This design comes from an exercise in tuning for small area and a short achievable clock period on the open sky130 flow, not from production work.
Only simulation tests tie the RTL to the original design; equivalence was not proved.
No activity file was given, so power comes from the tool's default toggle rates.

$ cat design/flow/design.v
module CounterParameter
#(
	parameter Maximum_Value = 9,
	parameter NBitsForCounter = CeilLog2(Maximum_Value)
)
(
	input clk,
	input reset,
	input enable,
	input SyncReset,
	output Flag,
	output[NBitsForCounter-1:0] Counting 
);
bit MaxValue_Bit;
logic [NBitsForCounter-1 : 0] Counting_logic;
	always_ff@(posedge clk or negedge reset) begin
		if (reset == 1'b0)
			Counting_logic <= {NBitsForCounter{1'b0}};
		else begin
				if(enable == 1'b1) begin
					if(SyncReset == 0)
						Counting_logic <= Counting + 1'b1;
					else
						Counting_logic <= 0;
				end
		end
	end
always_comb
	if(Counting_logic == Maximum_Value-1)
		MaxValue_Bit = 1;
	else
		MaxValue_Bit = 0;
assign Flag = MaxValue_Bit;
assign Counting = Counting_logic;
     function integer CeilLog2;
       input integer data;
       integer i,result;
       begin
          for(i=0; 2**i < data; i=i+1)
             result = i + 1;
          CeilLog2 = result;
       end
    endfunction
endmodule
module CounterParameterUpDown
#(
	parameter Maximum_Value = 9,
	parameter NBitsForCounter = CeilLog2(Maximum_Value)
)
(
	input clk,
	input reset,
	input up,
	input down,
	input SyncReset,
	output Flag,
	output[NBitsForCounter-1:0] Counting
);
bit MaxValue_Bit;
logic [NBitsForCounter-1 : 0] Counting_logic;
	always_ff@(posedge clk or negedge reset) begin
		if (reset == 1'b0)
			Counting_logic <= {NBitsForCounter{1'b0}};
		else begin
			if(SyncReset == 1'b1)
				Counting_logic <= 0;
			else if(up == 1'b1 && down == 1'b0)
				Counting_logic <= Counting_logic + 1'b1;
			else if(up == 1'b0 && down == 1'b1)
				Counting_logic <= Counting_logic - 1'b1;
		end
	end
always_comb
	if(Counting_logic == Maximum_Value-1)
		MaxValue_Bit = 1;
	else
		MaxValue_Bit = 0;
assign Flag = MaxValue_Bit;
assign Counting = Counting_logic;
     function integer CeilLog2;
       input integer data;
       integer i,result;
       begin
          for(i=0; 2**i < data; i=i+1)
             result = i + 1;
          CeilLog2 = result;
       end
    endfunction
endmodule
module simple_dual_port_ram_single_clock
#(parameter DATA_WIDTH=8, parameter ADDR_WIDTH=6)
(
	input [(DATA_WIDTH-1):0] data,
	input [(ADDR_WIDTH-1):0] read_addr, write_addr,
	input we, clk,
	output [(DATA_WIDTH-1):0] q
);
	logic [DATA_WIDTH-1:0] ram[2**ADDR_WIDTH-1:0];
	always_ff @ (posedge clk)
	begin
		if (we)
			ram[write_addr] <= data;
	end
	assign q = ram[read_addr];
endmodule
module FIFO
#(parameter WORDLENGHT = 16, Mem_lenght = 32)
(
	input [WORDLENGHT-1:0]data_input  ,
	input push,
	input pop,
	input clk,
	input reset,
	input synch_rst,
	output [WORDLENGHT-1:0]data_out,
	output full_out,
	output empty_out
);
bit POP_counter_enable_wire  ;
bit PUSH_counter_enable_wire  ;
bit [CeilLog2(Mem_lenght)-1:0] POP_counter_out_wire  ;
bit [CeilLog2(Mem_lenght)-1:0] PUSH_counter_out_wire  ;
bit [CeilLog2(Mem_lenght):0] DATA_counter_wire;
bit POP_SYNC_RST_WIRE;
bit PUSH_SYNC_RST_WIRE;
bit  Flag_full_wire;
assign POP_counter_enable_wire = (~empty_out) && pop;
CounterParameter
#(	.Maximum_Value(Mem_lenght) )    POP_module
(
	.clk(clk),
	.reset(reset),
	.enable(synch_rst | POP_counter_enable_wire),
	.SyncReset(synch_rst||POP_SYNC_RST_WIRE),
	.Flag(POP_SYNC_RST_WIRE),
	.Counting(POP_counter_out_wire)
);
assign PUSH_counter_enable_wire = (~Flag_full_wire) & push;
CounterParameter
#(	.Maximum_Value(Mem_lenght) )       PUSH_module
(
	.clk(clk),
	.reset(reset),
	.enable(synch_rst | PUSH_counter_enable_wire),
	.SyncReset(synch_rst || PUSH_SYNC_RST_WIRE),
	.Flag(PUSH_SYNC_RST_WIRE),
	.Counting(PUSH_counter_out_wire)
);
CounterParameterUpDown
#(
	.Maximum_Value(Mem_lenght+1)
)
DATA_module
(
	.clk(clk),
	.reset(reset),
	.up(PUSH_counter_enable_wire),
	.down(POP_counter_enable_wire),
	.SyncReset(synch_rst),
	.Flag(Flag_full_wire),
	.Counting(DATA_counter_wire)
);
simple_dual_port_ram_single_clock
#(
	.DATA_WIDTH(WORDLENGHT),
	.ADDR_WIDTH(CeilLog2(Mem_lenght))
  )
  MEMORY
(
	.data(data_input),
	.read_addr(POP_counter_out_wire),
	.write_addr(PUSH_counter_out_wire),
	.we(PUSH_counter_enable_wire),
	.clk(clk),
	.q(data_out)
);
assign empty_out = ~(|DATA_counter_wire);
assign full_out = Flag_full_wire;
     function integer CeilLog2;
       input integer data;
       integer i,result;
       begin
          for(i=0; 2**i < data; i=i+1)
             result = i + 1;
          CeilLog2 = result;
       end
    endfunction
endmodule
$ cat design/flow/run.sh
#!/bin/bash
# synth_recipe.tcl (not shown) runs the flow's synth.tcl, then flattens the netlist and writes it again
# the make line also repeats each setting of config.mk as NAME=value (left out here)
make -C /OpenROAD-flow-scripts/flow DESIGN_CONFIG=/design/flow/config.mk WORK_HOME=/design/flow/orfs CLKGATE_MAP_FILE= SYNTH_SCRIPT=/design/flow/synth_recipe.tcl finish
$ cat design/flow/config.mk
export PLATFORM = sky130hd
export DESIGN_NAME = FIFO
export DESIGN_NICKNAME = FIFO
export VERILOG_FILES = /design/flow/design.v
export SDC_FILE = /design/flow/constraint.sdc
export NUM_CORES = 4
export LEC_CHECK = 0
export CAP_MARGIN = 20
export CORE_MARGIN = 2
export CORE_UTILIZATION = 40
export PLACE_DENSITY = 0.6
export SLEW_MARGIN = 20
$ cat design/flow/constraint.sdc
create_clock -name core_clock -period 4.2 [get_ports {clk}]
set_input_delay 0.8400 -clock core_clock [delete_from_list [all_inputs] [get_ports {clk}]]
set_output_delay 0.8400 -clock core_clock [all_outputs]
set_load 0.01 [all_outputs]
==> run notes, run 1 <==
----------------------------------------------------
[Timing]
  Final hold slack ... around 0.6 ns
  Final Hold Fails ... 0
  Final clock skew ... roughly 0.011 ns
  Pin slew with the least headroom to its limit ... approximately 0.84 ns
  Min Clock Period, post-route ... approximately 4.1 ns
  Fraction of the cycle the final worst path needs ... a little over nine tenths
  Final count of pins violating max slew ... 0
  Total negative slack ... 0 ns
  Unrepaired setup endpoints after global routing ... false
  Highest clock frequency the design can meet ... between 200 and 250 MHz
  Normalized max-slew margin ... approximately 44%
  Final setup viols ... 0

[Worst hold path]
  Type of the most critical hold path ... reg -> reg
  Cell depth of the worst min-delay path ... 2

[Floorplan]
  Standard-cell row count ... just over 80
  Total Die Area ... between 0.05 and 0.06 mm^2
  Die height ... around 230 um
  Effective utilization at floorplan ... 40.55%
  Std-Cell Core Area ... 0.05151 mm^2
  Num ports ... 39
  Die X ... between 200 and 250 um

[Place]
  Final Wtd Congestion ... roughly 0.78
  # placed instances ... 1,818
  Quantity of I/O buffers inserted on ports ... 38
  Final HPWL DP ... 26,590 um

[Global route]
  Global routing usage summed across all routing layers ... between 10% and 20%
  Wire length of the first global-routing pass ... approximately 70,000 um
  Maximum number of pins on one net before global-route repair ... 67
  Vias in the first global route ... around 11,000
  Initial antenna violation count ... 1
  Aggregate global routing overflow ... 0

[Layout]
  Count of nets after finishing ... around 1,200
  Area grow syn2layout ... 16.96%
  Fraction of final layout cells sized beyond drive strength 1 ... between 10% and 20%
  Number of antenna cells inserted ... 0
  Final core utilization ... around 47%
  Cell Count, Final, Fillers Out ... roughly 1,900

[Clock network]
  Later-pin clock latency in the skew report ... 0.59 ns
  CTS Root Cell ... clkbuf_16
  CTS clock-pin slew for the worst setup and hold paths ... 0.06 ns
  Maximum count of clock buffers along a single path ... 3
  Clock tree from TritonCTS ... yes
  Cts hold-fix bufs ... 0
  Number of sinks driven by the clock tree ... about 530
  CTS H-tree depth ... 2
  Number of CTS-inserted buffers ... between 50 and 60

[Setup path]
  Worst path cell trace ... buf_4, buf_12, buf_12, mux2i_1, a22o_1, nor3_1, a31oi_1, o221ai_1, clkdlybuf4s50_1
  Worst reg2reg path depth ... 9
  Data arrival at the endpoint of the critical path ... 3.26 ns
  Type of the worst setup path ... reg -> out
  Peak per-stage delay on the critical path ... approximately 0.62 ns
  Required arrival time at the worst endpoint ... between 3 and 4 ns
  Type of element launching the critical path ... flop
  Maximum fanout along the worst path ... 24
  CP dominant cell by count ... buf_12
  CP max stage cell ... clkdlybuf4s50_1
  Sort of element at the end of the critical path ... primary output

[Synth]
  Library cell with the highest instance count after synthesis ... edfxtp_1
  Prevailing post-synth register cell ... edfxtp_1
  Yosys reg bits ... approximately 530
  Synthesized instance count ... around 1,100
  Number of nets in the synthesized netlist ... 1,120
  Yosys cell types ... 50
  Ranking of synthesized cells by area ... edfxtp_1, mux2i_1, mux4_2
  Synth warnings ... 3
  Post-synth EDFFs ... between 500 and 600
  Fraction of post-synthesis cell area in the top cell type by area ... around three quarters
  Proportion of synthesized flip-flops having asynchronous set or reset ... under 10%
  Cell area after technology mapping ... approximately 0.021 mm^2
  Commonest cells in the synthesized netlist ... edfxtp_1, mux2i_1, mux4_2, nor2_1, a22o_1
  Sequential-to-total area share from yosys stat ... 75.53%
  Average instance area after synthesis ... roughly 19 um^2
  Biggest area consumer among synthesized cells ... edfxtp_1

[Pwr]
  Final Power ... between 10 and 15 mW
  Proportion of power drawn by the clock network ... between 30% and 40%
  Static leakage power ... 7.742 nW
  Switching share of power ... 24.86%
  Net Switching ... 3.267 mW
  Fraction of power consumed by sequential logic ... a little under half
  Internal power component ... between 9 and 10 mW
  Total power divided by cell area ... 538.0 mW/mm^2
  Portion of total power attributed to combinational logic ... 18.3%
  Worst supply voltage drop on vdd ... slightly above 0.4 mV

[Detailed routing]
  Post-detailed-route via-to-cell ratio ... roughly 5.5
  Pre-antenna DRT Iters ... 5
  Antenna viol nets, final ... 0
  Via count of the routed design ... roughly 11,000
  Number of remaining DRC errors ... 0
  Sum of routed wire length over all layers ... between 40,000 and 50,000 um
  Number of DRC markers in iteration 0 ... 777
  Wire length per cell after detailed routing ... between 20 and 25 um

[Run status]
  Result of the run ... timing/DRC/antenna clean

[Flow run]
  Number of maximum-capacitance violations ... 0

----------------------------------------------------
## worst paths after layout
kind / slack [ns] / startpoint / endpoint
max: 0.10 / POP_module.Counting_logic[0]$_DFFE_PN0P_ / data_out[6]
min in group asynchronous: 0.74 / reset / DATA_module.Counting_logic[2]$_DFFE_PN0P_
max in group asynchronous: 2.84 / reset / POP_module.Counting_logic[0]$_DFFE_PN0P_
min: 0.60 / DATA_module.Counting_logic[2]$_DFFE_PN0P_ / DATA_module.Counting_logic[2]$_DFFE_PN0P_
max reg2reg: 0.77 / DATA_module.Counting_logic[0]$_DFFE_PN0P_ / DATA_module.Counting_logic[5]$_DFFE_PN0P_
min reg2reg: 0.60 / DATA_module.Counting_logic[2]$_DFFE_PN0P_ / DATA_module.Counting_logic[2]$_DFFE_PN0P_
## registers in the layout, summed over array words and instances, names as in the netlist
name,flops
POP_module.Counting_logic,5
MEMORY.ram,512
DATA_module.Counting_logic,6
PUSH_module.Counting_logic,5
## repair_timing
action,CTS,global route
setup endpoints to repair,6,2
buffers inserted,5,0
gates resized for setup,1,1
## worst max-delay path, delay by kind of cell, from the launching register on
family	cells	cell delay, ns
buffers and inverters	4	1.12
AO/OA/AOI/OAI	3	0.54
flip-flops	1	0.50
AND/OR/NAND/NOR	1	0.38
multiplexers	1	0.11
## layout by cell type (no fill, tap or decap), types with 9 or more instances in the layout
cell type	n
a21oi_1	30
a22o_1	39
a22oi_1	9
a31oi_1	17
buf_12	15
buf_4	63
clkbuf_1	10
clkbuf_16	55
clkdlybuf4s50_1	37
clkinv_1	13
clkinv_2	9
dfrtp_1	13
edfxtp_1	512
ha_1	11
mux2i_1	162
mux4_2	64
nand2_1	25
nor2_1	38
nor2_2	10
nor3_1	16
o221ai_1	16
## layout make-up
cell class | instances | area [um^2]
tap | 680 | 850.8
fill | 4325 | 27080
timing repair buffer | 116 | 1149
multi-input combinational | 494 | 4851
inverter | 5 | 20.02
clock inverter | 33 | 362.8
sequential | 528 | 15780
clock buffer | 65 | 1414
## power by group through the flow
stage               logic, mW  clock network (mW)  registers [mW]
detailed placement       2.36                   0            6.06
finish                   2.41                4.80            5.93
global route             2.58                5.10            5.94
CTS                      2.43                4.90            5.93
floorplan                1.51                   0            6.02
global placement         2.35                   0            6.06
## cell families after synthesis
logic type	after synthesis	share of synthesized area, %
flops	528	75.53
simple gates	126	2.977
xor+xnor	3	0.2157
buf+inv	65	1.408
fa+ha+maj	12	0.7548
mux	228	14.77
compound gates	125	4.349
## per-layer routing
metal	wire [um]	vias to the layer above	share of wire (%)	track usage, %
met5	0	-	0	0
met1	20280	5456	43	25.20
met2	22190	331	47	27.84
li1	-	4659	-	-
met4	1620	0	3.4	6.628
met3	3076	68	6.5	2.904
## stage by stage
stage / area (um^2) / worst slack (ns)
6_report: 24430 / 0.1042
2_1_floorplan: 20890 / 1.297
4_1_cts: 24430 / 0.005558
3_3_place_gp: 22600 / 0.5787
5_1_grt: 24430 / 0.02486
3_5_place_dp: 22600 / 0.5722
==> run 2: changes to the inputs <==
--- a/design/flow/design.v
+++ b/design/flow/design.v
@@ -106,7 +106,7 @@
 module FIFO
 #(parameter WORDLENGHT = 16, Mem_lenght = 32)
 (
-	input [WORDLENGHT-1:0]data_input  ,
+	input [WORDLENGHT-1:0]data_input,
 	input push,
 	input pop,
 	input clk,
@@ -116,73 +116,46 @@
 	output full_out,
 	output empty_out
 );
-bit POP_counter_enable_wire  ;
-bit PUSH_counter_enable_wire  ;
-bit [CeilLog2(Mem_lenght)-1:0] POP_counter_out_wire  ;
-bit [CeilLog2(Mem_lenght)-1:0] PUSH_counter_out_wire  ;
-bit [CeilLog2(Mem_lenght):0] DATA_counter_wire;
-bit POP_SYNC_RST_WIRE;
-bit PUSH_SYNC_RST_WIRE;
-bit  Flag_full_wire;
-assign POP_counter_enable_wire = (~empty_out) && pop;
-CounterParameter
-#(	.Maximum_Value(Mem_lenght) )    POP_module
-(
-	.clk(clk),
-	.reset(reset),
-	.enable(synch_rst | POP_counter_enable_wire),
-	.SyncReset(synch_rst||POP_SYNC_RST_WIRE),
-	.Flag(POP_SYNC_RST_WIRE),
-	.Counting(POP_counter_out_wire)
-);
-assign PUSH_counter_enable_wire = (~Flag_full_wire) & push;
-CounterParameter
-#(	.Maximum_Value(Mem_lenght) )       PUSH_module
-(
-	.clk(clk),
-	.reset(reset),
-	.enable(synch_rst | PUSH_counter_enable_wire),
-	.SyncReset(synch_rst || PUSH_SYNC_RST_WIRE),
-	.Flag(PUSH_SYNC_RST_WIRE),
-	.Counting(PUSH_counter_out_wire)
-);
-CounterParameterUpDown
-#(
-	.Maximum_Value(Mem_lenght+1)
-)
-DATA_module
-(
-	.clk(clk),
-	.reset(reset),
-	.up(PUSH_counter_enable_wire),
-	.down(POP_counter_enable_wire),
-	.SyncReset(synch_rst),
-	.Flag(Flag_full_wire),
-	.Counting(DATA_counter_wire)
-);
-simple_dual_port_ram_single_clock
-#(
-	.DATA_WIDTH(WORDLENGHT),
-	.ADDR_WIDTH(CeilLog2(Mem_lenght))
-  )
-  MEMORY
-(
-	.data(data_input),
-	.read_addr(POP_counter_out_wire),
-	.write_addr(PUSH_counter_out_wire),
-	.we(PUSH_counter_enable_wire),
-	.clk(clk),
-	.q(data_out)
-);
-assign empty_out = ~(|DATA_counter_wire);
-assign full_out = Flag_full_wire;
-     function integer CeilLog2;
-       input integer data;
-       integer i,result;
-       begin
-          for(i=0; 2**i < data; i=i+1)
-             result = i + 1;
-          CeilLog2 = result;
-       end
-    endfunction
+localparam W = WORDLENGHT;
+localparam D = Mem_lenght - 1;      
+logic [W*D-1:0] sr;
+logic [W-1:0]   dout;
+logic [4:0]     ridx;
+logic           e, f;
+wire inc = push & ~f;               
+wire dec = pop & ~e;                
+always_ff @(posedge clk)
+	if (inc)
+		sr <= {sr[W*(D-1)-1:0], data_input};
+logic [W-1:0] nxt;
+always_comb begin
+	nxt = (e | (ridx == 5'd31)) ? data_input : {W{1'b0}};
+	for (int i = 0; i < D; i++)
+		if (ridx == i[4:0] && !(i == D-1 && e))
+			nxt = nxt | sr[W*i +: W];
+end
+always_ff @(posedge clk)
+	if (e | pop)
+		dout <= nxt;
+always_ff @(posedge clk or negedge reset)
+	if (!reset) begin
+		ridx <= 5'd30;
+		e    <= 1'b1;
+		f    <= 1'b0;
+	end else if (synch_rst) begin
+		ridx <= 5'd30;
+		e    <= 1'b1;
+		f    <= 1'b0;
+	end else if (inc & ~dec) begin
+		ridx <= ridx + 5'd1;
+		e    <= 1'b0;
+		f    <= (ridx == 5'd29);
+	end else if (dec & ~inc) begin
+		ridx <= ridx - 5'd1;
+		e    <= (ridx == 5'd31);
+		f    <= 1'b0;
+	end
+assign data_out  = dout;
+assign empty_out = e;
+assign full_out  = f;
 endmodule
--- a/design/flow/config.mk
+++ b/design/flow/config.mk
@@ -7,6 +7,7 @@
 export LEC_CHECK = 0
 export CAP_MARGIN = 20
 export CORE_MARGIN = 2
-export CORE_UTILIZATION = 40
-export PLACE_DENSITY = 0.6
+export CORE_UTILIZATION = 55
+export PLACE_DENSITY = 0.7
+export SETUP_SLACK_MARGIN = 2.1
 export SLEW_MARGIN = 20
==> run notes, run 2 <==
----------------------------------------------------
[Detailed routing]
  Post-detailed-route via-to-cell ratio ... 6.793
  Via count of the routed design ... 11,500
  Antenna viol nets, final ... 0
  Wire length per cell after detailed routing ... a little under 30 um
  Number of remaining DRC errors ... 0
  Pre-antenna DRT Iters ... 7
  Number of DRC markers in iteration 0 ... between 1,500 and 2,000
  Sum of routed wire length over all layers ... 50,250 um

[Timing]
  Final Hold Fails ... 0
  Pin slew with the least headroom to its limit ... ~0.75 ns
  Min Clock Period, post-route ... 2.492 ns
  Highest clock frequency the design can meet ... 401.2 MHz
  Fraction of the cycle the final worst path needs ... approximately three fifths
  Normalized max-slew margin ... approximately 50%
  Final setup viols ... 0
  Final count of pins violating max slew ... 0
  Unrepaired setup endpoints after global routing ... true
  Final clock skew ... 0.02261 ns
  Final hold slack ... approximately 0.45 ns

[Clock network]
  CTS H-tree depth ... 2
  Number of sinks driven by the clock tree ... between 500 and 600
  Maximum count of clock buffers along a single path ... 3
  Cts hold-fix bufs ... 0
  Number of CTS-inserted buffers ... 50
  Later-pin clock latency in the skew report ... around 0.59 ns
  Clock tree from TritonCTS ... yes
  CTS Root Cell ... clkbuf_16
  CTS clock-pin slew for the worst setup and hold paths ... ~0.060 ns

[Floorplan]
  Std-Cell Core Area ... about 0.035 mm^2
  Effective utilization at floorplan ... between 50% and 60%
  Total Die Area ... around 0.037 mm^2
  Num ports ... 39
  Die X ... a little under 200 um
  Die height ... a little under 200 um
  Standard-cell row count ... 68

[Setup path]
  CP max stage cell ... dfrtp_2
  Type of element launching the critical path ... flop
  Worst setup path startpoint ... ridx[0]$_DFFE_PN0P_
  Type of the worst setup path ... reg -> reg
  Launch instance of the worst register-to-register path ... ridx[0]$_DFFE_PN0P_
  Data arrival at the endpoint of the critical path ... around 2.8 ns
  Required arrival time at the worst endpoint ... ~4.5 ns
  R2r setup slk ... 1.71 ns
  CP dominant cell by count ... ha_4
  Sort of element at the end of the critical path ... flop
  Worst path cell trace ... ha_4, and3_4, ha_4, or2_4, buf_12, a222oi_1, o211ai_1, a211oi_2, nand4_1
  Maximum fanout along the worst path ... 8
  Peak per-stage delay on the critical path ... around 0.44 ns

[Worst hold path]
  Type of the most critical hold path ... reg -> reg
  Min-Delay Startpoint ... sr[191]$_DFFE_PP_

[Pwr]
  Static leakage power ... roughly 8.0 nW
  Total power divided by cell area ... 539.7 mW/mm^2
  Worst supply voltage drop on vdd ... 0.4445 mV

[Layout]
  Most flop-heavy register ... sr
  Largest registers ... sr (496), dout (16), ridx (5)
  Most common cell after layout, fill and taps aside ... edfxtp_1
  Final core utilization ... between 60% and 70%
  Area grow syn2layout ... 17.92%
  Number of filler cells placed in the layout ... approximately 2,300
  Commonest cells after routing, fill and taps aside ... edfxtp_1, a22oi_1, buf_4, clkbuf_16, mux2i_1
  Count of nets after finishing ... 1,227
  Number of flip-flops under the largest register name ... ~500
  Fraction of final layout cells sized beyond drive strength 1 ... between 10% and 20%
  Number of antenna cells inserted ... 0

[Synth]
  Sequential-to-total area share from yosys stat ... 79.83%
  Synth warnings ... 1
  Cell area after technology mapping ... 0.01949 mm^2
  Average instance area after synthesis ... 18.03 um^2
  Number of nets in the synthesized netlist ... ~1,100
  Post-synth EDFFs ... a little over 500
  Prevailing post-synth register cell ... edfxtp_1
  Fraction of post-synthesis cell area in the top cell type by area ... between 70% and 80%
  Biggest area consumer among synthesized cells ... edfxtp_1
  Library cell with the highest instance count after synthesis ... edfxtp_1
  Commonest cells in the synthesized netlist ... edfxtp_1, a22oi_1, mux2i_1, nor2_1, nand2_1
  Yosys reg bits ... 519
  Ranking of synthesized cells by area ... edfxtp_1, a22oi_1, mux2i_1
  Yosys cell types ... just under 60
  Synthesized instance count ... ~1,100
  Proportion of synthesized flip-flops having asynchronous set or reset ... under 10%

[Global route]
  Vias in the first global route ... between 10,000 and 15,000
  Aggregate global routing overflow ... 0
  Global routing usage summed across all routing layers ... 27.70%
  Maximum number of pins on one net before global-route repair ... 86
  Initial antenna violation count ... 1
  Wire length of the first global-routing pass ... approximately 74,000 um

[Flow run]
  Number of maximum-capacitance violations ... 0

[Place]
  Quantity of I/O buffers inserted on ports ... 38
  Final HPWL DP ... 28,430 um
  Final Wtd Congestion ... between 0.8 and 0.9

[Run status]
  Result of the run ... timing/DRC/antenna clean

----------------------------------------------------
-- run 2: cell type report --
| class | instances | area, um^2 | share of cell area, % |
|---|---|---|---|
| flip-flops and latches | 519 | 15570 | 67.75 |
| multi-input cells | 492 | 3836 | 16.69 |
| repair buffers | 129 | 1331 | 5.794 |
| clock buffers | 60 | 1289 | 5.609 |
| well taps | 455 | 569.3 | 2.478 |
| clock inverters | 31 | 350.3 | 1.525 |
| inverters | 7 | 33.78 | 0.1470 |
-- run 2: through the flow --
step	TNS, ns	total power [mW]	worst slack [ns]	instance area, um^2	std cells
floorplan	-2293.03	7.261	-4.581	19580	1081
global placement	0	7.733	1.297	20610	1552
detailed placement	0	7.759	1.241	20610	1552
CTS	0	12.40	1.774	22910	1687
global route	0	12.75	1.686	22980	1693
finish	0	12.40	1.708	22980	1693
-- run 2: repair_timing --
item / CTS / global route
resized for setup: 92 / 9
buffers inserted: 42 / 6
cloned: 2 / 0
pin swaps: 21 / 12
endpoints found under the setup margin: 324 / 21
-- run 2: worst paths after layout --
path,to,cells past startpoint
worst max-delay path,dout[9]$_DFFE_PP_,9
worst min-delay path,sr[207]$_DFFE_PP_,0
worst max register to register,dout[9]$_DFFE_PP_,9
worst min register to register,sr[207]$_DFFE_PP_,0
max in group asynchronous,ridx[1]$_DFFE_PN1P_,1
min in group asynchronous,f$_DFFE_PN0P_,1
-- run 2: worst max-delay path, delay by kind of cell, from the launching register on --
kind	cells	cell delay, ns
simple gates	3	0.63
compound gates	3	0.67
flops	1	0.44
buf+inv	1	0.17
fa+ha+maj	2	0.32
-- run 2: metal layers --
layer,global-route usage [%],share of wire (%)
met5,0,0
met2,41.96,45
met3,6.267,12
met1,38.80,38
met4,12.39,4.5
-- run 2: kinds of logic after synthesis --
kind of cell    Yosys count  synth area share [%]
simple gates            165                 4.431
buf+inv                  70                 1.637
fa+ha+maj                 7                0.4494
compound gates          252                 10.06
mux                      65                 3.454
flops                   519                 79.83
xor+xnor                  3                0.1349
-- run 2: power breakdown --
part           internal [mW]  switching (mW)
Sequential              6.24           0.272
Clock                   2.63            1.93
Combinational          0.520           0.822
Total                   9.38            3.02
==> run 3: changes to the inputs <==
--- a/design/flow/config.mk
+++ b/design/flow/config.mk
@@ -7,7 +7,6 @@
 export LEC_CHECK = 0
 export CAP_MARGIN = 20
 export CORE_MARGIN = 2
-export CORE_UTILIZATION = 55
-export PLACE_DENSITY = 0.7
-export SETUP_SLACK_MARGIN = 2.1
+export CORE_UTILIZATION = 40
+export PLACE_DENSITY = 0.6
 export SLEW_MARGIN = 20
==> run notes, run 3 <==
----------------------------------------------------
[Floorplan]
  Std-Cell Core Area ... roughly 0.048 mm^2
  Die X ... between 200 and 250 um
  Die height ... 224.7 um
  Standard-cell row count ... 80
  Effective utilization at floorplan ... 40.64%
  Total Die Area ... around 0.050 mm^2
  Num ports ... 39

[Layout]
  Fraction of final layout cells sized beyond drive strength 1 ... 12.95%
  Largest registers ... sr (496), dout (16), ridx (5)
  Number of antenna cells inserted ... 0
  Final non-filler cell area ... roughly 0.022 mm^2
  Area grow syn2layout ... 15.18%
  Most common cell after layout, fill and taps aside ... edfxtp_1
  Number of flip-flops under the largest register name ... just under 500
  Most flop-heavy register ... sr
  Commonest cells after routing, fill and taps aside ... edfxtp_1, a22oi_1, clkbuf_16, mux2i_1, clkdlybuf4s50_1
  Count of nets after finishing ... ~1,200
  Final core utilization ... 46.81%

[Synth]
  Commonest cells in the synthesized netlist ... edfxtp_1, a22oi_1, mux2i_1, nor2_1, nand2_1
  Proportion of synthesized flip-flops having asynchronous set or reset ... between 1 and 1.5%
  Synthesized instance count ... 1,081
  Yosys cell types ... 58
  Library cell with the highest instance count after synthesis ... edfxtp_1
  Average instance area after synthesis ... 18.03 um^2
  Sequential-to-total area share from yosys stat ... 79.83%
  Number of nets in the synthesized netlist ... 1,109
  Synth warnings ... 1
  Biggest area consumer among synthesized cells ... edfxtp_1
  Cell area after technology mapping ... about 0.019 mm^2
  Yosys reg bits ... roughly 520
  Post-synth EDFFs ... about 500
  Prevailing post-synth register cell ... edfxtp_1
  Ranking of synthesized cells by area ... edfxtp_1, a22oi_1, mux2i_1
  Fraction of post-synthesis cell area in the top cell type by area ... about four fifths

[Setup path]
  Sort of element at the end of the critical path ... flop
  CP max stage cell ... dfstp_2
  Data arrival at the endpoint of the critical path ... between 3 and 4 ns
  Launch instance of the worst register-to-register path ... ridx[1]$_DFFE_PN1P_
  Largest delay share family, worst path ... compound AO/OA/AOI/OAI gates
  R2r setup slk ... ~1 ns
  Worst setup path startpoint ... ridx[1]$_DFFE_PN1P_
  Buf/Inv on CP ... 2
  Peak per-stage delay on the critical path ... around 0.6 ns
  Type of the worst setup path ... reg -> reg
  Maximum fanout along the worst path ... 15
  Required arrival time at the worst endpoint ... between 4 and 5 ns
  Worst reg2reg path depth ... 8
  Terminus of the critical flop-to-flop path ... dout[2]$_DFFE_PP_
  Worst path cell trace ... inv_1, ha_1, and4_1, buf_4, a222oi_1, o211ai_1, a211oi_1, nand4_1
  Type of element launching the critical path ... flop

[Timing]
  Final hold slack ... about 0.44 ns
  Pin slew with the least headroom to its limit ... ~0.98 ns
  Final setup viols ... 0
  Unrepaired setup endpoints after global routing ... false
  Fraction of the cycle the final worst path needs ... about three quarters
  Final count of pins violating max slew ... 0
  Min Clock Period, post-route ... ~3.2 ns
  Final Hold Fails ... 0
  Normalized max-slew margin ... approximately a third
  Highest clock frequency the design can meet ... approximately 310 MHz
  Final clock skew ... between 0.02 and 0.025 ns
  Total negative slack ... 0 ns

[Global route]
  Initial antenna violation count ... 0
  Aggregate global routing overflow ... 0
  Maximum number of pins on one net before global-route repair ... approximately 130
  Global routing usage summed across all routing layers ... a little over a fifth
  Wire length of the first global-routing pass ... about 75,000 um
  Vias in the first global route ... 11,120

[Clock network]
  Maximum count of clock buffers along a single path ... 3
  Number of resized instances in the post-cts repair step ... 0
  CTS clock-pin slew for the worst setup and hold paths ... about 0.060 ns
  Count of buffers added by post-CTS timing repair for setup ... 0
  Later-pin clock latency in the skew report ... between 0.6 and 0.7 ns
  Cts hold-fix bufs ... 0
  CTS Root Cell ... clkbuf_16
  Number of CTS-inserted buffers ... 51
  Number of sinks driven by the clock tree ... 519
  CTS H-tree depth ... 2
  Clock tree from TritonCTS ... yes

[Detailed routing]
  Antenna viol nets, final ... 0
  Number of remaining DRC errors ... 0
  Via count of the routed design ... around 11,000
  Pre-antenna DRT Iters ... 6
  Post-detailed-route via-to-cell ratio ... slightly above 6
  Number of DRC markers in iteration 0 ... 1,778
  Sum of routed wire length over all layers ... approximately 53,000 um
  Wire length per cell after detailed routing ... about 29 um

[Pwr]
  Total power divided by cell area ... roughly 550 mW/mm^2
  Final Power ... between 10 and 15 mW
  Static leakage power ... 7.594 nW
  Worst supply voltage drop on vdd ... about 0.32 mV

[Worst hold path]
  Cell depth of the worst min-delay path ... 0
  Hold path endpoint ... sr[309]$_DFFE_PP_
  Type of the most critical hold path ... reg -> reg
  Min-Delay Startpoint ... sr[293]$_DFFE_PP_

[Place]
  Final Wtd Congestion ... approximately 0.79
  Total placed instance area ... around 0.021 mm^2
  Quantity of I/O buffers inserted on ports ... 38
  Final HPWL DP ... slightly below 30,000 um

[Run status]
  Result of the run ... timing/DRC/antenna clean

[Flow run]
  Number of maximum-capacitance violations ... 0

----------------------------------------------------
[run 3: changes by cell type in the layout (fill, tap and decap cells not counted), sizes merged]
cell           change
clkinv             +6
clkdlybuf4s50     +18
bufinv             -1
bufbuf             -2
clkinvlp           -4
clkbuf             +1
clkdlybuf4s15     -11
buf               -56
[run 3: metal layers]
layer  vias up  wire length (um)  track usage, %
met2       684             23810           31.56
met5         -                 0               0
met3       126              5381           5.095
met4         0              1954           8.075
met1      5738             21490           29.04
li1       4638                 -               -
[run 3: metrics by stage]
stage	worst slack [ns]	cells
final	1.010	1804
after global routing	0.9014	1804
after CTS	1.014	1804
after detailed placement	1.055	1709
after global placement	0.9978	1709
after floorplan	-4.581	1081
[run 3: layout make-up]
type                       count  area (um^2)
clock buffer                  63         1363
timing repair buffer          76        715.7
tap                          615        769.5
inverter                       7        30.03
multi-input combinational    492         3694
sequential                   519        15560
clock inverter                32        312.8
fill                        4028        25500
[run 3: cells by family after synthesis]
group,after synthesis,share of synthesized area [%]
compound gates,252,10.06
flops,519,79.83
fa+ha+maj,7,0.4494
simple gates,165,4.431
mux,65,3.454
buf+inv,70,1.637
xor+xnor,3,0.1349
[run 3: worst register-to-register path, stage by stage (launching register included)]
cell	delay, ns
dfstp_2	0.59
inv_1	0.09
ha_1	0.43
and4_1	0.51
buf_4	0.31
a222oi_1	0.38
o211ai_1	0.18
a211oi_1	0.30
nand4_1	0.15
[run 3: worst max-delay path by stage]
stage	to	slack (ns)	cells past startpoint
after floorplan	sr[0]$_DFFE_PP_	-4.58	2
after global placement	dout[13]$_DFFE_PP_	1.0	6
after detailed placement	dout[2]$_DFFE_PP_	1.06	8
after CTS	dout[2]$_DFFE_PP_	1.01	8
after global routing	dout[14]$_DFFE_PP_	0.90	8
final	dout[2]$_DFFE_PP_	1.01	8
[run 3: power by group]
group / leakage [nW] / internal [mW] / switching [mW] / total [mW]
clock: 0.826 / 2.67 / 1.95 / 4.63
sequential: 5.09 / 6.24 / 0.309 / 6.55
combinational: 1.67 / 0.435 / 0.758 / 1.19
==> run 4: changes to the inputs <==
--- a/design/flow/design.v
+++ b/design/flow/design.v
@@ -120,18 +120,22 @@
 localparam D = Mem_lenght - 1;      
 logic [W*D-1:0] sr;
 logic [W-1:0]   dout;
-logic [4:0]     ridx;
+logic [3:0]     lo;                 
+logic [7:0]     hi;                 
 logic           e, f;
 wire inc = push & ~f;               
 wire dec = pop & ~e;                
+wire up  = inc & ~dec;
+wire dn  = dec & ~inc;
 always_ff @(posedge clk)
 	if (inc)
 		sr <= {sr[W*(D-1)-1:0], data_input};
+wire use_in = e | (lo[3] & hi[7]);
 logic [W-1:0] nxt;
-always_comb begin
-	nxt = (e | (ridx == 5'd31)) ? data_input : {W{1'b0}};
+always @* begin
+	nxt = use_in ? data_input : {W{1'b0}};
 	for (int i = 0; i < D; i++)
-		if (ridx == i[4:0] && !(i == D-1 && e))
+		if (lo[i%4] & hi[i/4] & ~(i == D-1 && e))
 			nxt = nxt | sr[W*i +: W];
 end
 always_ff @(posedge clk)
@@ -139,21 +143,25 @@
 		dout <= nxt;
 always_ff @(posedge clk or negedge reset)
 	if (!reset) begin
-		ridx <= 5'd30;
-		e    <= 1'b1;
-		f    <= 1'b0;
+		lo <= 4'b0100;
+		hi <= 8'b1000_0000;
+		e  <= 1'b1;
+		f  <= 1'b0;
 	end else if (synch_rst) begin
-		ridx <= 5'd30;
-		e    <= 1'b1;
-		f    <= 1'b0;
-	end else if (inc & ~dec) begin
-		ridx <= ridx + 5'd1;
-		e    <= 1'b0;
-		f    <= (ridx == 5'd29);
-	end else if (dec & ~inc) begin
-		ridx <= ridx - 5'd1;
-		e    <= (ridx == 5'd31);
-		f    <= 1'b0;
+		lo <= 4'b0100;
+		hi <= 8'b1000_0000;
+		e  <= 1'b1;
+		f  <= 1'b0;
+	end else if (up) begin
+		lo <= {lo[2:0], lo[3]};
+		if (lo[3]) hi <= {hi[6:0], hi[7]};
+		e  <= 1'b0;
+		f  <= lo[1] & hi[7];        
+	end else if (dn) begin
+		lo <= {lo[0], lo[3:1]};
+		if (lo[0]) hi <= {hi[0], hi[7:1]};
+		e  <= lo[3] & hi[7];        
+		f  <= 1'b0;
 	end
 assign data_out  = dout;
 assign empty_out = e;
--- a/design/flow/config.mk
+++ b/design/flow/config.mk
@@ -7,6 +7,7 @@
 export LEC_CHECK = 0
 export CAP_MARGIN = 20
 export CORE_MARGIN = 2
-export CORE_UTILIZATION = 40
-export PLACE_DENSITY = 0.6
+export CORE_UTILIZATION = 55
+export PLACE_DENSITY = 0.7
+export SETUP_SLACK_MARGIN = 2.1
 export SLEW_MARGIN = 20
==> run notes, run 4 <==
----------------------------------------------------
[Synth]
  Synth warnings ... 1
  Sequential-to-total area share from yosys stat ... 80.99%
  Average instance area after synthesis ... around 18 um^2
  Fraction of post-synthesis cell area in the top cell type by area ... about 80%
  Synthesized instance count ... 1,087
  Biggest area consumer among synthesized cells ... edfxtp_1
  Yosys cell types ... 48
  Commonest cells in the synthesized netlist ... edfxtp_1, a22oi_1, a21oi_1, a222oi_1, nand3_1
  Ranking of synthesized cells by area ... edfxtp_1, a22oi_1, a222oi_1
  Post-synth EDFFs ... around 510
  Library cell with the highest instance count after synthesis ... edfxtp_1
  Prevailing post-synth register cell ... edfxtp_1
  Number of nets in the synthesized netlist ... 1,108
  Proportion of synthesized flip-flops having asynchronous set or reset ... under 10%
  Cell area after technology mapping ... roughly 0.019 mm^2
  Yosys reg bits ... around 530

[Global route]
  Maximum number of pins on one net before global-route repair ... 151
  Global routing usage summed across all routing layers ... a little over a quarter
  Initial antenna violation count ... 0
  Wire length of the first global-routing pass ... about 70,000 um
  Vias in the first global route ... 11,040
  Aggregate global routing overflow ... 0

[Setup path]
  Worst path cell trace ... buf_4, a222oi_1, o22ai_1, nor3_1, nand4_1
  Launch instance of the worst register-to-register path ... hi[4]$_DFFE_PN0P_
  Worst reg2reg path depth ... 5
  CP max stage cell ... dfrtp_4
  Maximum fanout along the worst path ... 22
  Type of the worst setup path ... reg -> reg
  Sort of element at the end of the critical path ... flop
  Required arrival time at the worst endpoint ... 4.49 ns
  R2r setup slk ... 2.07 ns
  Data arrival at the endpoint of the critical path ... 2.42 ns
  Type of element launching the critical path ... flop
  Terminus of the critical flop-to-flop path ... dout[5]$_DFFE_PP_
  Peak per-stage delay on the critical path ... around 0.62 ns

[Pwr]
  Final Power ... about 12 mW
  Total power divided by cell area ... around 520 mW/mm^2
  Static leakage power ... 7.383 nW
  Worst supply voltage drop on vdd ... around 0.38 mV

[Layout]
  Most flop-heavy register ... sr
  Most common cell after layout, fill and taps aside ... edfxtp_1
  Number of flip-flops under the largest register name ... 496
  Area grow syn2layout ... 15.30%
  Cell Count, Final, Fillers Out ... 1,665
  Fraction of final layout cells sized beyond drive strength 1 ... about 16%
  Final non-filler cell area ... about 0.022 mm^2
  Count of nets after finishing ... 1,191
  Largest registers ... sr (496), dout (16), hi (8)
  Final core utilization ... between 60 and 70%
  Commonest cells after routing, fill and taps aside ... edfxtp_1, a22oi_1, clkbuf_16, a21oi_1, buf_4

[Place]
  Quantity of I/O buffers inserted on ports ... 38
  Final HPWL DP ... between 20,000 and 25,000 um
  Final Wtd Congestion ... roughly 0.79
  # placed instances ... approximately 1,500
  Post-placement setup slack ... ~1.2 ns
  Total placed instance area ... between 0.02 and 0.025 mm^2

[Clock network]
  CTS Root Cell ... clkbuf_16
  Later-pin clock latency in the skew report ... 0.57 ns
  CTS H-tree depth ... 2
  Number of sinks driven by the clock tree ... between 500 and 600
  Number of CTS-inserted buffers ... 50
  Maximum count of clock buffers along a single path ... 3
  CTS clock-pin slew for the worst setup and hold paths ... around 0.07 ns
  Clock tree from TritonCTS ... yes
  Cts hold-fix bufs ... 0

[Floorplan]
  Total Die Area ... ~0.037 mm^2
  Die height ... ~190 um
  Standard-cell row count ... 68
  Std-Cell Core Area ... about 0.035 mm^2
  Effective utilization at floorplan ... 56.08%
  Die X ... 191.9 um
  Num ports ... 39

[Worst hold path]
  Min-Delay Startpoint ... sr[122]$_DFFE_PP_
  Hold path endpoint ... sr[138]$_DFFE_PP_
  Cell depth of the worst min-delay path ... 0
  Type of the most critical hold path ... reg -> reg

[Detailed routing]
  Pre-antenna DRT Iters ... 8
  Number of DRC markers in iteration 0 ... around 1,900
  Wire length per cell after detailed routing ... ~29 um
  Sum of routed wire length over all layers ... 47,880 um
  Post-detailed-route via-to-cell ratio ... 6.976
  Antenna viol nets, final ... 0
  Via count of the routed design ... 11,620
  Number of remaining DRC errors ... 0

[Timing]
  Final clock skew ... about 0.018 ns
  Fraction of the cycle the final worst path needs ... around half
  Final count of pins violating max slew ... 0
  Final setup viols ... 0
  Min Clock Period, post-route ... 2.127 ns
  Unrepaired setup endpoints after global routing ... true
  Post-layout worst setup margin ... 2.073 ns
  Final hold slack ... ~0.44 ns
  Pin slew with the least headroom to its limit ... 0.7613 ns
  Highest clock frequency the design can meet ... about 470 MHz
  Final Hold Fails ... 0
  Normalized max-slew margin ... a little under 50%
  Total negative slack ... 0 ns

[Flow run]
  Number of maximum-capacitance violations ... 0

[Run status]
  Result of the run ... timing/DRC/antenna clean

----------------------------------------------------
run 4: cell type report:
type / instances / area (um^2)
diodes: 1 / 2.502
repair buffers: 107 / 1104
clock inverters: 25 / 163.9
well taps: 455 / 569.3
flip-flops and latches: 526 / 15760
multi-input cells: 469 / 3309
fillers: 2347 / 12240
repair inverters: 3 / 26.28
inverters: 13 / 83.83
clock buffers: 66 / 1375
run 4: worst max path at each step:
stage,start,end,slack [ns],depth (start not counted)
floorplan,push,lo[2]$_DFFE_PN1P_,1.35,6
global placement,push,hi[1]$_DFFE_PN0P_,1.18,6
detailed placement,push,hi[2]$_DFFE_PN0P_,1.16,6
CTS,lo[1]$_DFFE_PN0P_,dout[15]$_DFFE_PP_,1.95,5
global route,hi[4]$_DFFE_PN0P_,dout[15]$_DFFE_PP_,2.07,4
finish,hi[4]$_DFFE_PN0P_,dout[5]$_DFFE_PP_,2.07,5
run 4: timing repair:
action                     in CTS  in global routing
resized for setup              65                 24
pin swaps                       1                  3
setup endpoints to repair     466                235
setup buffers                  30                 11
cloned                          3                  1
run 4: kinds of logic (layout without fill, tap and decap cells):
logic type             count (synthesis)  in the layout  synth area share [%]
flip-flops                           526            526                 80.99
AO/OA/AOI/OAI                        347            347                 13.33
AND/OR/NAND/NOR                      113            113                 2.867
buffers and inverters                 92            214                 2.171
multiplexers                           8              8                0.5927
XOR/XNOR                               1              1               0.04511
other                                  0              1                     0
run 4: metal layers:
metal	global-route usage (%)	vias up	part of all wire, %	wire [um]
met5	0	-	0	0
met2	37.06	911	44	20960
li1	-	4742	-	-
met3	6.304	95	13	6184
met1	40.27	5867	40	19340
met4	8.905	0	2.9	1393
run 4: worst max-delay path, delay by kind of cell, from the launching register on:
| family | cells | cell delay, ns |
|---|---|---|
| buf+inv | 1 | 0.30 |
| compound gates | 2 | 0.52 |
| flops | 1 | 0.62 |
| simple gates | 2 | 0.39 |
run 4: where the power goes:
part	internal [mW]	switching (mW)
Sequential	6.20	0.226
Combinational	0.325	0.563
Clock	2.42	1.86
Total	8.94	2.65
==> run 5: changes to the inputs <==
--- a/design/flow/design.v
+++ b/design/flow/design.v
@@ -117,53 +117,57 @@
 	output empty_out
 );
 localparam W = WORDLENGHT;
-localparam D = Mem_lenght - 1;      
+localparam N = Mem_lenght;          
+localparam D = N - 1;               
 logic [W*D-1:0] sr;
 logic [W-1:0]   dout;
-logic [3:0]     lo;                 
-logic [7:0]     hi;                 
-logic           e, f;
+logic [N:0]     occ;                
+logic           ne, fo;
+wire e = occ[0];
+wire f = occ[N];
 wire inc = push & ~f;               
-wire dec = pop & ~e;                
-wire up  = inc & ~dec;
-wire dn  = dec & ~inc;
 always_ff @(posedge clk)
 	if (inc)
 		sr <= {sr[W*(D-1)-1:0], data_input};
-wire use_in = e | (lo[3] & hi[7]);
 logic [W-1:0] nxt;
 always @* begin
-	nxt = use_in ? data_input : {W{1'b0}};
+	nxt = (occ[0] | occ[1]) ? data_input : {W{1'b0}};
 	for (int i = 0; i < D; i++)
-		if (lo[i%4] & hi[i/4] & ~(i == D-1 && e))
-			nxt = nxt | sr[W*i +: W];
+		nxt = nxt | (sr[W*i +: W] & {W{occ[i+2]}});
 end
+wire take = pop | e;
 always_ff @(posedge clk)
-	if (e | pop)
-		dout <= nxt;
+	dout <= ({W{take}} & nxt) | ({W{~take}} & dout);
+logic [N:0] occ_pp, occ_p, occ_q;
+always @* begin
+	occ_pp = occ;
+	occ_pp[0] = 1'b0;
+	occ_pp[1] = occ[1] | occ[0];
+	occ_pp[N] = 1'b0;
+	occ_pp[N-1] = occ[N-1] | occ[N];
+	occ_p = {occ[N] | occ[N-1], occ[N-2:0], 1'b0};
+	occ_q = {1'b0, occ[N:2], occ[1] | occ[0]};
+end
 always_ff @(posedge clk or negedge reset)
 	if (!reset) begin
-		lo <= 4'b0100;
-		hi <= 8'b1000_0000;
-		e  <= 1'b1;
-		f  <= 1'b0;
+		occ <= {{N{1'b0}}, 1'b1};
+		ne  <= 1'b0;
+		fo  <= 1'b0;
 	end else if (synch_rst) begin
-		lo <= 4'b0100;
-		hi <= 8'b1000_0000;
-		e  <= 1'b1;
-		f  <= 1'b0;
-	end else if (up) begin
-		lo <= {lo[2:0], lo[3]};
-		if (lo[3]) hi <= {hi[6:0], hi[7]};
-		e  <= 1'b0;
-		f  <= lo[1] & hi[7];        
-	end else if (dn) begin
-		lo <= {lo[0], lo[3:1]};
-		if (lo[0]) hi <= {hi[0], hi[7:1]};
-		e  <= lo[3] & hi[7];        
-		f  <= 1'b0;
+		occ <= {{N{1'b0}}, 1'b1};
+		ne  <= 1'b0;
+		fo  <= 1'b0;
+	end else begin
+		case ({push, pop})
+			2'b11: occ <= occ_pp;
+			2'b10: occ <= occ_p;
+			2'b01: occ <= occ_q;
+			default: ;
+		endcase
+		ne <= (ne | push) & ~(occ[1] & pop & ~push);
+		fo <= (fo & ~pop) | (occ[N-1] & push & ~pop);
 	end
 assign data_out  = dout;
-assign empty_out = e;
-assign full_out  = f;
+assign empty_out = ~ne;
+assign full_out  = fo;
 endmodule
==> design/flow/flow/run.sh (new file) <==
#!/bin/bash
# Standard ORFS layout, with the port buffers made from buf_4 cells instead
# of the slow delay-buffer cells buffer_ports picks by default.
set -euo pipefail
export BUFFER_PORTS_ARGS="-buffer_cell sky130_fd_sc_hd__buf_4"
bash standard.sh > standard.log 2>&1
==> design/flow/standard.sh (new file) <==
#!/bin/bash
# synth_recipe.tcl (not shown) runs the flow's synth.tcl, then flattens the netlist and writes it again
# the make line also repeats each setting of config.mk as NAME=value (left out here)
make -C /OpenROAD-flow-scripts/flow DESIGN_CONFIG=/design/flow/config.mk WORK_HOME=/design/flow/orfs CLKGATE_MAP_FILE= SYNTH_SCRIPT=/design/flow/synth_recipe.tcl "${@:-finish}"
--- a/design/flow/config.mk
+++ b/design/flow/config.mk
@@ -8,6 +8,8 @@
 export CAP_MARGIN = 20
 export CORE_MARGIN = 2
 export CORE_UTILIZATION = 55
+export CTS_CLUSTER_DIAMETER = 100
+export CTS_CLUSTER_SIZE = 30
 export PLACE_DENSITY = 0.7
-export SETUP_SLACK_MARGIN = 2.1
+export SETUP_SLACK_MARGIN = 2.35
 export SLEW_MARGIN = 20
removed: design/flow/run.sh
==> run notes, run 5 <==
----------------------------------------------------
[Timing]
  Final hold slack ... 0.2109 ns
  Final setup viols ... 0
  Final Hold Fails ... 0
  Post-layout worst setup margin ... ~2.2 ns
  Final count of pins violating max slew ... 0
  Highest clock frequency the design can meet ... ~500 MHz
  Pin slew with the least headroom to its limit ... 0.7248 ns
  Normalized max-slew margin ... 51.68%
  Fraction of the cycle the final worst path needs ... 46.74%
  Min Clock Period, post-route ... 1.963 ns
  Final clock skew ... around 0.028 ns
  Unrepaired setup endpoints after global routing ... true

[Floorplan]
  Die X ... about 190 um
  Std-Cell Core Area ... between 0.03 and 0.04 mm^2
  Num ports ... 39
  Standard-cell row count ... around 70
  Effective utilization at floorplan ... between 50 and 60%
  Die height ... ~190 um
  Total Die Area ... approximately 0.038 mm^2

[Synth]
  Yosys cell types ... 40
  Sequential-to-total area share from yosys stat ... about four fifths
  Average instance area after synthesis ... 18.53 um^2
  Commonest cells in the synthesized netlist ... edfxtp_1, a22oi_1, nand2_1, dfrtp_1, nand4_1
  Synth warnings ... 1
  Library cell with the highest instance count after synthesis ... edfxtp_1
  Biggest area consumer among synthesized cells ... edfxtp_1
  Cell area after technology mapping ... roughly 0.02 mm^2
  Fraction of post-synthesis cell area in the top cell type by area ... ~77%
  Ranking of synthesized cells by area ... edfxtp_1, a22oi_1, dfrtp_1
  Post-synth EDFFs ... 512
  Prevailing post-synth register cell ... edfxtp_1
  Number of nets in the synthesized netlist ... approximately 1,100
  Yosys reg bits ... approximately 550
  Synthesized instance count ... between 1,000 and 1,500
  Proportion of synthesized flip-flops having asynchronous set or reset ... under 10%

[Layout]
  Final non-filler cell area ... about 0.022 mm^2
  Most common cell after layout, fill and taps aside ... edfxtp_1
  Area grow syn2layout ... 11.65%
  Count of nets after finishing ... about 1,200
  Fraction of final layout cells sized beyond drive strength 1 ... 19.40%
  Number of flip-flops under the largest register name ... 496
  Commonest cells after routing, fill and taps aside ... edfxtp_1, a22oi_1, buf_4, nand2_1, nand4_1
  Number of antenna cells inserted ... 0
  Most flop-heavy register ... sr
  Cell Count, Final, Fillers Out ... 1,631
  Largest registers ... sr (496), occ (33)

[Detailed routing]
  Number of remaining DRC errors ... 0
  Sum of routed wire length over all layers ... slightly above 50,000 um
  Post-detailed-route via-to-cell ratio ... 6.983
  Pre-antenna DRT Iters ... 8
  Via count of the routed design ... around 11,000
  Wire length per cell after detailed routing ... 31.36 um
  Antenna viol nets, final ... 0
  Number of DRC markers in iteration 0 ... 1,872

[Pwr]
  Proportion of power drawn by the clock network ... a little over a quarter
  Static leakage power ... about 7.3 nW
  Worst supply voltage drop on vdd ... between 0.4 and 0.5 mV
  Portion of total power attributed to combinational logic ... 5.2%
  Final Power ... 9.952 mW
  Net Switching ... 2.191 mW
  Total power divided by cell area ... about 450 mW/mm^2
  Switching share of power ... 22.01%
  Fraction of power consumed by sequential logic ... between 60 and 70%
  Internal power component ... about 7.8 mW

[Place]
  Total placed instance area ... a little over 0.02 mm^2
  # placed instances ... 1,542
  Final Wtd Congestion ... between 0.8 and 0.9
  Quantity of I/O buffers inserted on ports ... 38
  Post-placement setup slack ... around 1.4 ns
  Final HPWL DP ... roughly 28,000 um

[Setup path]
  Worst reg2reg path depth ... 4
  Launch instance of the worst register-to-register path ... occ[1]$_DFFE_PN0P_
  Maximum fanout along the worst path ... 2
  Type of the worst setup path ... reg -> out
  Required arrival time at the worst endpoint ... approximately 3.4 ns
  Data arrival at the endpoint of the critical path ... roughly 1.1 ns
  Type of element launching the critical path ... flop
  Sort of element at the end of the critical path ... primary output
  R2r setup slk ... 2.34 ns

[Global route]
  Maximum number of pins on one net before global-route repair ... between 100 and 150
  Aggregate global routing overflow ... 0
  Vias in the first global route ... roughly 11,000
  Initial antenna violation count ... 0
  Global routing usage summed across all routing layers ... 26.41%
  Wire length of the first global-routing pass ... ~73,000 um

[Clock network]
  Cts hold-fix bufs ... 0
  CTS H-tree depth ... 1
  Later-pin clock latency in the skew report ... roughly 0.56 ns
  Number of sinks driven by the clock tree ... 547
  CTS Root Cell ... clkbuf_16
  Maximum count of clock buffers along a single path ... 3
  Clock tree from TritonCTS ... yes
  Number of CTS-inserted buffers ... 22
  CTS clock-pin slew for the worst setup and hold paths ... roughly 0.11 ns

[Flow run]
  Number of maximum-capacitance violations ... 0

[Worst hold path]
  Type of the most critical hold path ... in -> async

[Run status]
  Result of the run ... timing/DRC/antenna clean

----------------------------------------------------
run 5: cell types whose count changed in the layout (fill, tap and decap cells not counted), moves of 23 or more:
cell,change
clkbuf_16,-31
nand2_1,+29
o22ai_1,-23
buf_6,+23
buf_4,+27
a22oi_1,+27
a21oi_1,-45
run 5: worst max-delay path by stage:
stage | cells past startpoint | startpoint | slack [ns] | end
finish | 2 | ne$_DFF_PN0_ | 2.24 | empty_out
global route | 2 | ne$_DFF_PN0_ | 2.18 | empty_out
global placement | 7 | push | 1.44 | occ[12]$_DFFE_PN0P_
CTS | 2 | ne$_DFF_PN0_ | 2.21 | empty_out
detailed placement | 7 | push | 1.36 | occ[9]$_DFFE_PN0P_
floorplan | 2 | push | -4.40 | sr[0]$_DFFE_PP_
run 5: cells by family after synthesis:
group                    share of synthesized area [%]
flip-flops                                       81.15
AO/OA/AOI/OAI                                    12.63
AND/OR/NAND/NOR                                  3.193
buffers and inverters                            2.836
adder cells (fa/ha/maj)                         0.1874
run 5: per-layer routing:
metal / GRT usage, % / share of wire, %
met4: 7.831 / 3.2
met3: 4.477 / 10
met2: 41.43 / 47
met1: 38.67 / 39
met5: 0 / 0
run 5: timing repair:
item | 4_1_cts | 5_1_grt
gates cloned | 2 | 4
pin swaps | 16 | 37
hold endpoints to repair | 0 | 0
endpoints found under the setup margin | 487 | 63
gates resized for setup | 72 | 58
buffers inserted | 27 | 16
run 5: critical path, stage by stage, from the launching register on:
cell	delay [ns]
dfrtp_1	0.41
inv_2	0.06
buf_6	0.09
run 5: final cells by class:
type,instances,area [um^2]
repair buffers,121,1252
clock buffers,39,635.6
well taps,461,576.8
flip-flops and latches,547,16300
fillers,2502,13380
clock inverters,1,30.03
inverters,4,27.53
multi-input cells,458,3536
run 5: power by group through the flow:
stage / Sequential (mW) / Clock, mW / Combinational (mW)
3_3_place_gp: 6.85 / 0 / 0.424
5_1_grt: 6.81 / 2.87 / 0.554
4_1_cts: 6.75 / 2.69 / 0.464
6_report: 6.77 / 2.66 / 0.520
3_5_place_dp: 6.86 / 0 / 0.431
2_1_floorplan: 6.85 / 0 / 0.233
run 5: stage by stage:
step | setup TNS [ns] | utilization (%)
6_report | 0 | 62.56
4_1_cts | 0 | 61.25
3_5_place_dp | 0 | 58.03
2_1_floorplan | -2180.25 | -
5_1_grt | 0 | 62.56
3_3_place_gp | 0 | 58.03
==> run 6: changes to the inputs <==
--- a/design/flow/design.v
+++ b/design/flow/design.v
@@ -129,45 +129,87 @@
 always_ff @(posedge clk)
 	if (inc)
 		sr <= {sr[W*(D-1)-1:0], data_input};
+wire s_in = occ[0] | occ[1];
 logic [W-1:0] nxt;
-always @* begin
-	nxt = (occ[0] | occ[1]) ? data_input : {W{1'b0}};
-	for (int i = 0; i < D; i++)
-		nxt = nxt | (sr[W*i +: W] & {W{occ[i+2]}});
-end
+genvar b, g;
+generate
+	for (b = 0; b < W; b++) begin : RD
+		wire [10:0] t;              
+		wire [3:0]  p;              
+		wire [1:0]  q;              
+		for (g = 0; g < 10; g++) begin : T3
+			FIFO_aoi222 A (
+				.a1(occ[3*g+2]), .a2(sr[W*(3*g)+b]),
+				.b1(occ[3*g+3]), .b2(sr[W*(3*g+1)+b]),
+				.c1(occ[3*g+4]), .c2(sr[W*(3*g+2)+b]),
+				.y(t[g])
+			);
+		end
+		FIFO_aoi22 A10 (
+			.a1(occ[32]), .a2(sr[W*30+b]),
+			.b1(s_in),    .b2(data_input[b]),
+			.y(t[10])
+		);
+		for (g = 0; g < 3; g++) begin : P
+			FIFO_nand3 N (.a(t[3*g]), .b(t[3*g+1]), .c(t[3*g+2]), .y(p[g]));
+		end
+		FIFO_nand2 N3 (.a(t[9]), .b(t[10]), .y(p[3]));
+		FIFO_nor2  R0 (.a(p[0]), .b(p[1]), .y(q[0]));
+		FIFO_nor2  R1 (.a(p[2]), .b(p[3]), .y(q[1]));
+		FIFO_nand2 O  (.a(q[0]), .b(q[1]), .y(nxt[b]));
+	end
+endgenerate
 wire take = pop | e;
 always_ff @(posedge clk)
-	dout <= ({W{take}} & nxt) | ({W{~take}} & dout);
-logic [N:0] occ_pp, occ_p, occ_q;
-always @* begin
-	occ_pp = occ;
-	occ_pp[0] = 1'b0;
-	occ_pp[1] = occ[1] | occ[0];
-	occ_pp[N] = 1'b0;
-	occ_pp[N-1] = occ[N-1] | occ[N];
-	occ_p = {occ[N] | occ[N-1], occ[N-2:0], 1'b0};
-	occ_q = {1'b0, occ[N:2], occ[1] | occ[0]};
-end
+	if (take)
+		dout <= nxt;
+wire dec = pop & ~e;                
+wire up = ~synch_rst & inc & ~dec;
+wire dn = ~synch_rst & dec & ~inc;
+wire hd = ~synch_rst & (inc ~^ dec);
+logic [N:0] occ_n;
+genvar k;
+generate
+	for (k = 1; k < N; k++) begin : OC
+		FIFO_ao222 S (
+			.a1(up), .a2(occ[k-1]),
+			.b1(dn), .b2(occ[k+1]),
+			.c1(hd), .c2(occ[k]),
+			.y(occ_n[k])
+		);
+	end
+endgenerate
+assign occ_n[0] = synch_rst | (dn & occ[1]) | (hd & occ[0]);
+assign occ_n[N] = (up & occ[N-1]) | (hd & occ[N]);
 always_ff @(posedge clk or negedge reset)
 	if (!reset) begin
 		occ <= {{N{1'b0}}, 1'b1};
 		ne  <= 1'b0;
 		fo  <= 1'b0;
-	end else if (synch_rst) begin
-		occ <= {{N{1'b0}}, 1'b1};
-		ne  <= 1'b0;
-		fo  <= 1'b0;
 	end else begin
-		case ({push, pop})
-			2'b11: occ <= occ_pp;
-			2'b10: occ <= occ_p;
-			2'b01: occ <= occ_q;
-			default: ;
-		endcase
-		ne <= (ne | push) & ~(occ[1] & pop & ~push);
-		fo <= (fo & ~pop) | (occ[N-1] & push & ~pop);
+		occ <= occ_n;
+		ne  <= ~synch_rst & (ne | push) & ~(occ[1] & pop & ~push);
+		fo  <= ~synch_rst & ((fo & ~pop) | (occ[N-1] & push & ~pop));
 	end
 assign data_out  = dout;
 assign empty_out = ~ne;
 assign full_out  = fo;
 endmodule
+module FIFO_aoi222 (input a1, a2, b1, b2, c1, c2, output y);
+	assign y = ~((a1 & a2) | (b1 & b2) | (c1 & c2));
+endmodule
+module FIFO_aoi22 (input a1, a2, b1, b2, output y);
+	assign y = ~((a1 & a2) | (b1 & b2));
+endmodule
+module FIFO_ao222 (input a1, a2, b1, b2, c1, c2, output y);
+	assign y = (a1 & a2) | (b1 & b2) | (c1 & c2);
+endmodule
+module FIFO_nand3 (input a, b, c, output y);
+	assign y = ~(a & b & c);
+endmodule
+module FIFO_nor2 (input a, b, output y);
+	assign y = ~(a | b);
+endmodule
+module FIFO_nand2 (input a, b, output y);
+	assign y = ~(a & b);
+endmodule
--- a/design/flow/config.mk
+++ b/design/flow/config.mk
@@ -13,3 +13,6 @@
 export PLACE_DENSITY = 0.7
 export SETUP_SLACK_MARGIN = 2.35
 export SLEW_MARGIN = 20
+export SYNTH_HIERARCHICAL = 1
+export SYNTH_MINIMUM_KEEP_SIZE = 0
+export TNS_END_PERCENT = 0
==> run notes, run 6 <==
----------------------------------------------------
[Clock network]
  Number of CTS-inserted buffers ... 22
  CTS H-tree depth ... 1
  Number of sinks driven by the clock tree ... 547
  CTS clock-pin slew for the worst setup and hold paths ... approximately 0.12 ns
  Maximum count of clock buffers along a single path ... 3
  Later-pin clock latency in the skew report ... approximately 0.57 ns
  Clock tree from TritonCTS ... yes
  CTS Root Cell ... clkbuf_16

[Setup path]
  Type of element launching the critical path ... flop
  Type of the worst setup path ... reg -> out
  Launch instance of the worst register-to-register path ... occ[25]$_DFF_PN0_
  Maximum fanout along the worst path ... 2
  Sort of element at the end of the critical path ... primary output
  Worst setup path startpoint ... ne$_DFF_PN0_
  Data arrival at the endpoint of the critical path ... between 1 and 1.5 ns
  Required arrival time at the worst endpoint ... roughly 3.4 ns
  Worst reg2reg path depth ... 4

[Synth]
  Synth warnings ... 7
  Commonest cells in the synthesized netlist ... edfxtp_1, a222oi_1, nand3_1, nor2_1
  Average instance area after synthesis ... roughly 21 um^2
  Prevailing post-synth register cell ... edfxtp_1
  Proportion of synthesized flip-flops having asynchronous set or reset ... around 6.4%
  Biggest area consumer among synthesized cells ... edfxtp_1
  Library cell with the highest instance count after synthesis ... edfxtp_1
  Yosys cell types ... 18
  Cell area after technology mapping ... ~0.019 mm^2
  Yosys reg bits ... ~550
  Sequential-to-total area share from yosys stat ... between 80% and 90%
  Synthesized instance count ... ~900
  Number of nets in the synthesized netlist ... around 940
  Post-synth EDFFs ... ~510
  Ranking of synthesized cells by area ... edfxtp_1, a222oi_1, dfrtp_1
  Fraction of post-synthesis cell area in the top cell type by area ... just over 80%

[Place]
  Post-placement setup slack ... ~1.8 ns
  Final Wtd Congestion ... 0.7496
  Final HPWL DP ... 22,500 um
  Quantity of I/O buffers inserted on ports ... 38

[Timing]
  Final hold slack ... about 0.21 ns
  Highest clock frequency the design can meet ... around 500 MHz
  Normalized max-slew margin ... 37.26%
  Final count of pins violating max slew ... 0
  Final clock skew ... roughly 0.040 ns
  Total negative slack ... 0 ns
  Post-layout worst setup margin ... about 2.2 ns
  Min Clock Period, post-route ... 2.010 ns
  Final Hold Fails ... 0
  Final setup viols ... 0
  Fraction of the cycle the final worst path needs ... 47.85%
  Unrepaired setup endpoints after global routing ... true
  Pin slew with the least headroom to its limit ... approximately 0.94 ns

[Layout]
  Largest registers ... sr (496), occ (33), dout (16)
  Most flop-heavy register ... sr
  Area used by sequential logic in the layout ... between 0.015 and 0.02 mm^2
  Count of nets after finishing ... ~1,000
  Commonest cells after routing, fill and taps aside ... edfxtp_1, a222oi_1, nand3_1, buf_4, nand2_1
  Most common cell after layout, fill and taps aside ... edfxtp_1
  Fraction of final layout cells sized beyond drive strength 1 ... approximately an eighth
  Number of antenna cells inserted ... 0
  Final core utilization ... roughly three fifths
  Number of filler cells placed in the layout ... 2,452
  Number of flip-flops under the largest register name ... ~500
  Area grow syn2layout ... 8.993%
  Area of the multi-input gates ... around 0.0027 mm^2

[Floorplan]
  Std-Cell Core Area ... around 0.034 mm^2
  Total Die Area ... between 0.03 and 0.04 mm^2
  Num ports ... 39
  Die height ... around 190 um
  Effective utilization at floorplan ... around 55%
  Standard-cell row count ... 68
  Die X ... between 150 and 200 um

[Detailed routing]
  Wire length per cell after detailed routing ... about 27 um
  Antenna viol nets, final ... 0
  Sum of routed wire length over all layers ... slightly below 40,000 um
  Post-detailed-route via-to-cell ratio ... around 6.8
  Via count of the routed design ... 9,935
  Number of remaining DRC errors ... 0
  Number of DRC markers in iteration 0 ... 2,268
  Pre-antenna DRT Iters ... 12

[Pwr]
  Final Power ... approximately 9.3 mW
  Worst supply voltage drop on vdd ... 0.3086 mV
  Total power divided by cell area ... between 400 and 500 mW/mm^2
  Static leakage power ... between 7 and 8 nW

[Global route]
  Met1 usage ... approximately 33%
  Met3 capacity usage during global routing ... between 2 and 3%
  Global Route met2 Usage ... 34.38%
  Vias in the first global route ... 9,506
  Wire length of the first global-routing pass ... 59,430 um
  Aggregate global routing overflow ... 0
  Layer with the highest usage after global routing ... met2
  Maximum number of pins on one net before global-route repair ... 165
  Initial antenna violation count ... 2
  Global routing usage summed across all routing layers ... between 20% and 30%

[Worst hold path]
  Type of the most critical hold path ... in -> async

[Run status]
  Result of the run ... timing/DRC/antenna clean

[Flow run]
  Number of maximum-capacitance violations ... 0

----------------------------------------------------
## run 6: cell types whose count changed after synthesis, sizes merged, moves of 32 or more
| cell | previous run | this run |
|---|---|---|
| a22oi | 222 | 16 |
| a222oi | 16 | 191 |
| buf | 65 | 0 |
| nand3 | 16 | 48 |
| nand4 | 32 | 0 |
## run 6: cell families (layout without fill, tap and decap cells)
family                 after synthesis  in the layout  share of synthesized area, %
AO/OA/AOI/OAI                      212            212                         11.22
buffers and inverters               33            114                        0.6494
flip-flops                         547            547                         85.20
XOR/XNOR                             1              1                       0.04593
AND/OR/NAND/NOR                    124            124                         2.886
## run 6: power breakdown
part           internal [mW]  switching [mW]  leakage, nW  total [mW]
Clock                   1.04            1.57        0.305        2.60
Sequential              6.31           0.155         5.47        6.46
Combinational         0.0808           0.199         1.41       0.280
## run 6: metal layers
| metal | wire length, um | part of all wire, % | vias to the layer above |
|---|---|---|---|
| li1 | - | - | 4260 |
| met1 | 16410 | 41 | 5143 |
| met2 | 18900 | 48 | 481 |
| met3 | 3408 | 8.6 | 51 |
| met4 | 945 | 2.4 | 0 |
| met5 | 0 | 0 | - |
## run 6: critical path, cell delays in order, from the launching register on
cell and delay, ns:
dfrtp_1 0.42, inv_1 0.08, buf_6 0.10
## run 6: path summary, 6_finish.rpt
kind	end	slack, ns
max reg2reg	dout[0]$_DFFE_PP_	2.24
max in group asynchronous	occ[13]$_DFF_PN0_	3.63
max	empty_out	2.19
min reg2reg	sr[101]$_DFFE_PP_	0.43
min in group core_clock	sr[101]$_DFFE_PP_	0.43
min	ne$_DFF_PN0_	0.21
## run 6: final cells by class
class	instances	share of cell area (%)
multi-input cells	337	13.05
clock inverters	1	0.1444
inverters	33	0.7222
well taps	455	2.738
flip-flops and latches	547	78.32
repair buffers	48	2.088
clock buffers	32	2.931
## run 6: stage by stage
step                      cell area, um^2  std cells
after detailed placement            20070       1419
final                               20790       1453
after floorplan                     19100        917
after global routing                20790       1453
after CTS                           20730       1452
after global placement              20070       1419
## run 6: what timing repair did
| action | in CTS | in global routing |
|---|---|---|
| pin swaps | 0 | 2 |
| setup buffers | 0 | 0 |
| gates resized for setup | 13 | 16 |
| gates cloned | 0 | 1 |
| endpoints found under the setup margin | 371 | 389 |
| hold buffers | 0 | 0 |
## run 6: Yosys stat by module, one instance, submodules excluded, excerpt
| module | times used | flops+latches | cells | cell area [um^2] |
|---|---|---|---|---|
| FIFO_nand3 | 48 | 0 | 1 | 5.005 |
| FIFO_nor2 | 32 | 0 | 1 | 3.754 |
| FIFO_aoi22 | 16 | 0 | 1 | 12.51 |
| FIFO_aoi222 | 160 | 0 | 1 | 10.01 |
| FIFO_ao222 | 31 | 0 | 2 | 13.76 |
| FIFO_nand2 | 32 | 0 | 1 | 3.754 |

Re-timed with assumed drivers on the ports (clkbuf_16 on the clock, buf_2 on other inputs), run 6 has 2.138 ns of setup slack against 2.190 ns with ideal ports, and 1.791 ns once port delays also move by the mid clock arrival of 0.600 ns.
